Background: an optimization exercise with open tools, aiming at small area, a short achievable clock period and few clock cycles per item. Do not read the settings as production practice.

## v6
// FFT
module FFT(clk, rst_n, in_valid, din_r, din_i, out_valid, dout_r, dout_i);
input clk;
input rst_n;
input in_valid;
input signed [11:0] din_r;
input signed [11:0] din_i;
output out_valid;
output signed [15:0] dout_r;
output signed [15:0] dout_i;
integer k;
reg run;
reg [6:0] P;
reg ov;
assign out_valid = ov;
always @(posedge clk or negedge rst_n) begin
  if (!rst_n) begin
    run <= 1'b0; P <= 7'd0; ov <= 1'b0;
  end else begin
    if (in_valid) run <= 1'b1;
    if ((run || in_valid) && P != 7'd127) P <= P + 7'd1;
    if (P == 7'd36) ov <= 1'b1;
  end
end
wire [6:0] Pn = P + 7'd1;
reg f0_dl, f0_ld, f1_ld, f1_pre, f2_dl, f2_ld, f3_ld, f3_pre;
always @(posedge clk) begin
  f0_dl <= (Pn >= 7'd17) && (Pn <= 7'd24);
  f0_ld <= (Pn >= 7'd25) && (Pn <= 7'd32);
  f1_ld <= (Pn >= 7'd27) && (Pn <= 7'd34);
  f1_pre <= (Pn < 7'd27);
  f2_dl <= (Pn >= 7'd18) && (Pn <= 7'd25);
  f2_ld <= (Pn >= 7'd26) && (Pn <= 7'd33);
  f3_ld <= (Pn >= 7'd28) && (Pn <= 7'd35);
  f3_pre <= (Pn < 7'd28);
end
wire [3:0] tw4_n = Pn - 7'd17;
reg tw4_r0_s0; always @(posedge clk) tw4_r0_s0 <= tw4_n == 4'd0 || tw4_n == 4'd1 || tw4_n == 4'd2 || tw4_n == 4'd3 || tw4_n == 4'd4 || tw4_n == 4'd12 || tw4_n == 4'd13 || tw4_n == 4'd14 || tw4_n == 4'd15;
reg tw4_r0_s1; always @(posedge clk) tw4_r0_s1 <= tw4_n == 4'd5 || tw4_n == 4'd6 || tw4_n == 4'd10 || tw4_n == 4'd11;
reg tw4_r0_s2; always @(posedge clk) tw4_r0_s2 <= tw4_n == 4'd7 || tw4_n == 4'd9;
reg tw4_r0_ng; always @(posedge clk) tw4_r0_ng <= tw4_n == 4'd9 || tw4_n == 4'd10 || tw4_n == 4'd11 || tw4_n == 4'd12 || tw4_n == 4'd13 || tw4_n == 4'd14 || tw4_n == 4'd15;
reg tw4_r1_s2; always @(posedge clk) tw4_r1_s2 <= tw4_n == 4'd3 || tw4_n == 4'd4 || tw4_n == 4'd12 || tw4_n == 4'd13;
reg tw4_r1_s3; always @(posedge clk) tw4_r1_s3 <= tw4_n == 4'd6 || tw4_n == 4'd10;
  ...
export LEC_CHECK = 0
export CAP_MARGIN = 20
export CORE_MARGIN = 2
export CORE_UTILIZATION = 40
export PLACE_DENSITY = 0.6
export SLEW_MARGIN = 20
create_clock -name core_clock -period 12.0 [get_ports {clk}]
standard.sh (not shown) runs the stock make flow with config.mk's settings and CLKGATE_MAP_FILE= SYNTH_SCRIPT=/design/flow/synth_recipe.tcl, a recipe that flattens the netlist after the stock synthesis.
==> flow/flow/run.sh <==
#!/bin/bash
set -euo pipefail
export SETUP_SLACK_MARGIN=8
bash standard.sh finish > flow_make.log 2>&1
What v7 does differently from v6 at the input level:
diff --git a/flow/design.v b/flow/design.v
--- a/flow/design.v
+++ b/flow/design.v
@@ -607,39 +607,43 @@
 wire [15:0] uas175 = uas173 ^ uac174 ^ fbc148;
 wire [15:0] uac176 = {((uas173) & (uac174) | (uas173) & (fbc148) | (uac174) & (fbc148)), 1'b0};
 wire [15:0] ubs177 = fbs147 ^ fbc148 ^ ~fas139;
 wire [15:0] ubc178 = {((fbs147) & (fbc148) | (fbs147) & (~fas139) | (fbc148) & (~fas139)), 1'b0};
 wire [15:0] ubs179 = ubs177 ^ ubc178 ^ ~fac140;
 wire [15:0] ubc180 = {((ubs177) & (ubc178) | (ubs177) & (~fac140) | (ubc178) & (~fac140)), 1'b0};
-wire [15:0] ucs181 = fds163 ^ fdc164 ^ ~fcs155;
-wire [15:0] ucc182 = {((fds163) & (fdc164) | (fds163) & (~fcs155) | (fdc164) & (~fcs155)), 1'b0};
-wire [15:0] ucs183 = ucs181 ^ ucc182 ^ ~fcc156;
-wire [15:0] ucc184 = {((ucs181) & (ucc182) | (ucs181) & (~fcc156) | (ucc182) & (~fcc156)), 1'b0};
-wire [15:0] uds185 = fes171 ^ fec172 ^ ~fds163;
-wire [15:0] udc186 = {((fes171) & (fec172) | (fes171) & (~fds163) | (fec172) & (~fds163)), 1'b0};
-wire [15:0] uds187 = uds185 ^ udc186 ^ ~fdc164;
-wire [15:0] udc188 = {((uds185) & (udc186) | (uds185) & (~fdc164) | (udc186) & (~fdc164)), 1'b0};
+wire [15:0] ubs181 = ubs179 ^ ubc180 ^ 16'd2;
+wire [15:0] ubc182 = {((ubs179) & (ubc180) | (ubs179) & (16'd2) | (ubc180) & (16'd2)), 1'b0};
+wire [15:0] ucs183 = fds163 ^ fdc164 ^ ~fcs155;
+wire [15:0] ucc184 = {((fds163) & (fdc164) | (fds163) & (~fcs155) | (fdc164) & (~fcs155)), 1'b0};
+wire [15:0] ucs185 = ucs183 ^ ucc184 ^ ~fcc156;
+wire [15:0] ucc186 = {((ucs183) & (ucc184) | (ucs183) & (~fcc156) | (ucc184) & (~fcc156)), 1'b0};
+wire [15:0] ucs187 = ucs185 ^ ucc186 ^ 16'd2;
+wire [15:0] ucc188 = {((ucs185) & (ucc186) | (ucs185) & (16'd2) | (ucc186) & (16'd2)), 1'b0};
+wire [15:0] uds189 = fes171 ^ fec172 ^ ~fds163;
+wire [15:0] udc190 = {((fes171) & (fec172) | (fes171) & (~fds163) | (fec172) & (~fds163)), 1'b0};
+wire [15:0] uds191 = uds189 ^ udc190 ^ ~fdc164;
+wire [15:0] udc192 = {((uds189) & (udc190) | (uds189) & (~fdc164) | (udc190) & (~fdc164)), 1'b0};
+wire [15:0] uds193 = uds191 ^ udc192 ^ 16'd2;
+wire [15:0] udc194 = {((uds191) & (udc192) | (uds191) & (16'd2) | (udc192) & (16'd2)), 1'b0};
 wire [15:0] U1rs = d2 ? uas175 : E1r; wire [15:0] U1rc = d2 ? uac176 : 16'd0;
-wire [15:0] U1is = d2 ? ubs179 : E1i; wire [15:0] U1ic = d2 ? ubc180 : 16'd0;
-wire [15:0] U3rs = d2 ? ucs183 : E3r; wire [15:0] U3rc = d2 ? ucc184 : 16'd0;
-wire [15:0] U3is = d2 ? uds187 : E3i; wire [15:0] U3ic = d2 ? udc188 : 16'd0;
+wire [15:0] U1is = d2 ? ubs181 : E1i; wire [15:0] U1ic = d2 ? ubc182 : 16'd0;
+wire [15:0] U3rs = d2 ? ucs187 : E3r; wire [15:0] U3rc = d2 ? ucc188 : 16'd0;
+wire [15:0] U3is = d2 ? uds193 : E3i; wire [15:0] U3ic = d2 ? udc194 : 16'd0;
     reg [15:0] Ars, Arc, Brs, Brc, Ais, Aic, Bis, Bic;
     reg [15:0] Y0r, Y0i;
     reg e3, e4;
-    reg [2:0] KYr, KYi;
     always @(posedge clk) begin
       Ars <= d3 ? U1is : U1rs; Arc <= d3 ? U1ic : U1rc;
       Brs <= d3 ? ~U3is : U3rs; Brc <= d3 ? ~U3ic : U3rc;
       Ais <= d3b ? U3rs : U1is; Aic <= d3b ? U3rc : U1ic;
       Bis <= d3b ? ~U1rs : U3is; Bic <= d3b ? ~U1rc : U3ic;
       Y0r <= addsub(U0r, U2r, d3); Y0i <= addsub(U0i, U2i, d3b);
       e3 <= d3; e4 <= d4;
-      KYr <= d3 ? 3'd2 : (d2 ? 3'd2 : 3'd0); KYi <= d3b ? (d2 ? 3'd4 : 3'd2) : (d2 ? 3'd4 : 3'd0);
     end
-    wire [15:0] y1r = Ars + Arc + Brs + Brc + {13'd0, KYr};
-    wire [15:0] y1i = Ais + Aic + Bis + Bic + {13'd0, KYi};
+    wire [15:0] y1r = Ars + Arc + Brs + Brc + {14'd0, e3, 1'b0};
+    wire [15:0] y1i = Ais + Aic + Bis + Bic + {14'd0, e3, 1'b0};
     reg [15:0] Y0dr, Y0di, Y1r, Y1i;
     reg g4;
     always @(posedge clk) begin
       Y0dr <= Y0r; Y0di <= Y0i;
       Y1r <= y1r ^ {16{e4}}; Y1i <= y1i ^ {16{e4}};
       g4 <= e4;
Results
- v7 has completed all stages; timing, DRC and antenna checks passed.
- Clock-cell share of area of v6 is on par with v7.
- Between v6 and v7, the flow reports global-route wire length before repair increasing slightly.
- v7 vs. v6: time the final worst path needs with I/O delays and setup climbed 0.0043 ns; largest net degree at the start of global routing climbed 7; share of post-route cells with drive strength above 1 climbed 1.3 points; final cell area excluding filler cells climbed about 1.3%.
Function was not checked in any run of this note: the RTL went through the layout flow alone.

[separate check: timing with driven ports]
No port has a modelled driver above. Below, the same layouts with a new extraction and two added sets of constraints. Step 1 assumes that a clkbuf_16 drives the clock port and a buf_2 every other input. Step 2 adds t to the input delays and takes it off the output delays; t is the mean of the earliest and latest rising clock arrival at the registers after step 1. Input paths then give back, and output paths get back, about the clock's delay inside the block. a / b / c = ideal / step 1 / step 2; a / b = the first two.
| run | t, ns | setup WS [ns] | worst slew at a driven data input, ns |
|---|---|---|---|
| v6 | 0.921 | 7.881 / 7.881 / 7.215 | 0.09 |
| v7 | 0.919 | 7.877 / 7.877 / 7.259 | 0.18 |
After both steps setup and hold are still met in every run listed. The setup slack of v6, which loses most, moves by 0.000 ns with the drivers and by -0.666 ns with both steps.
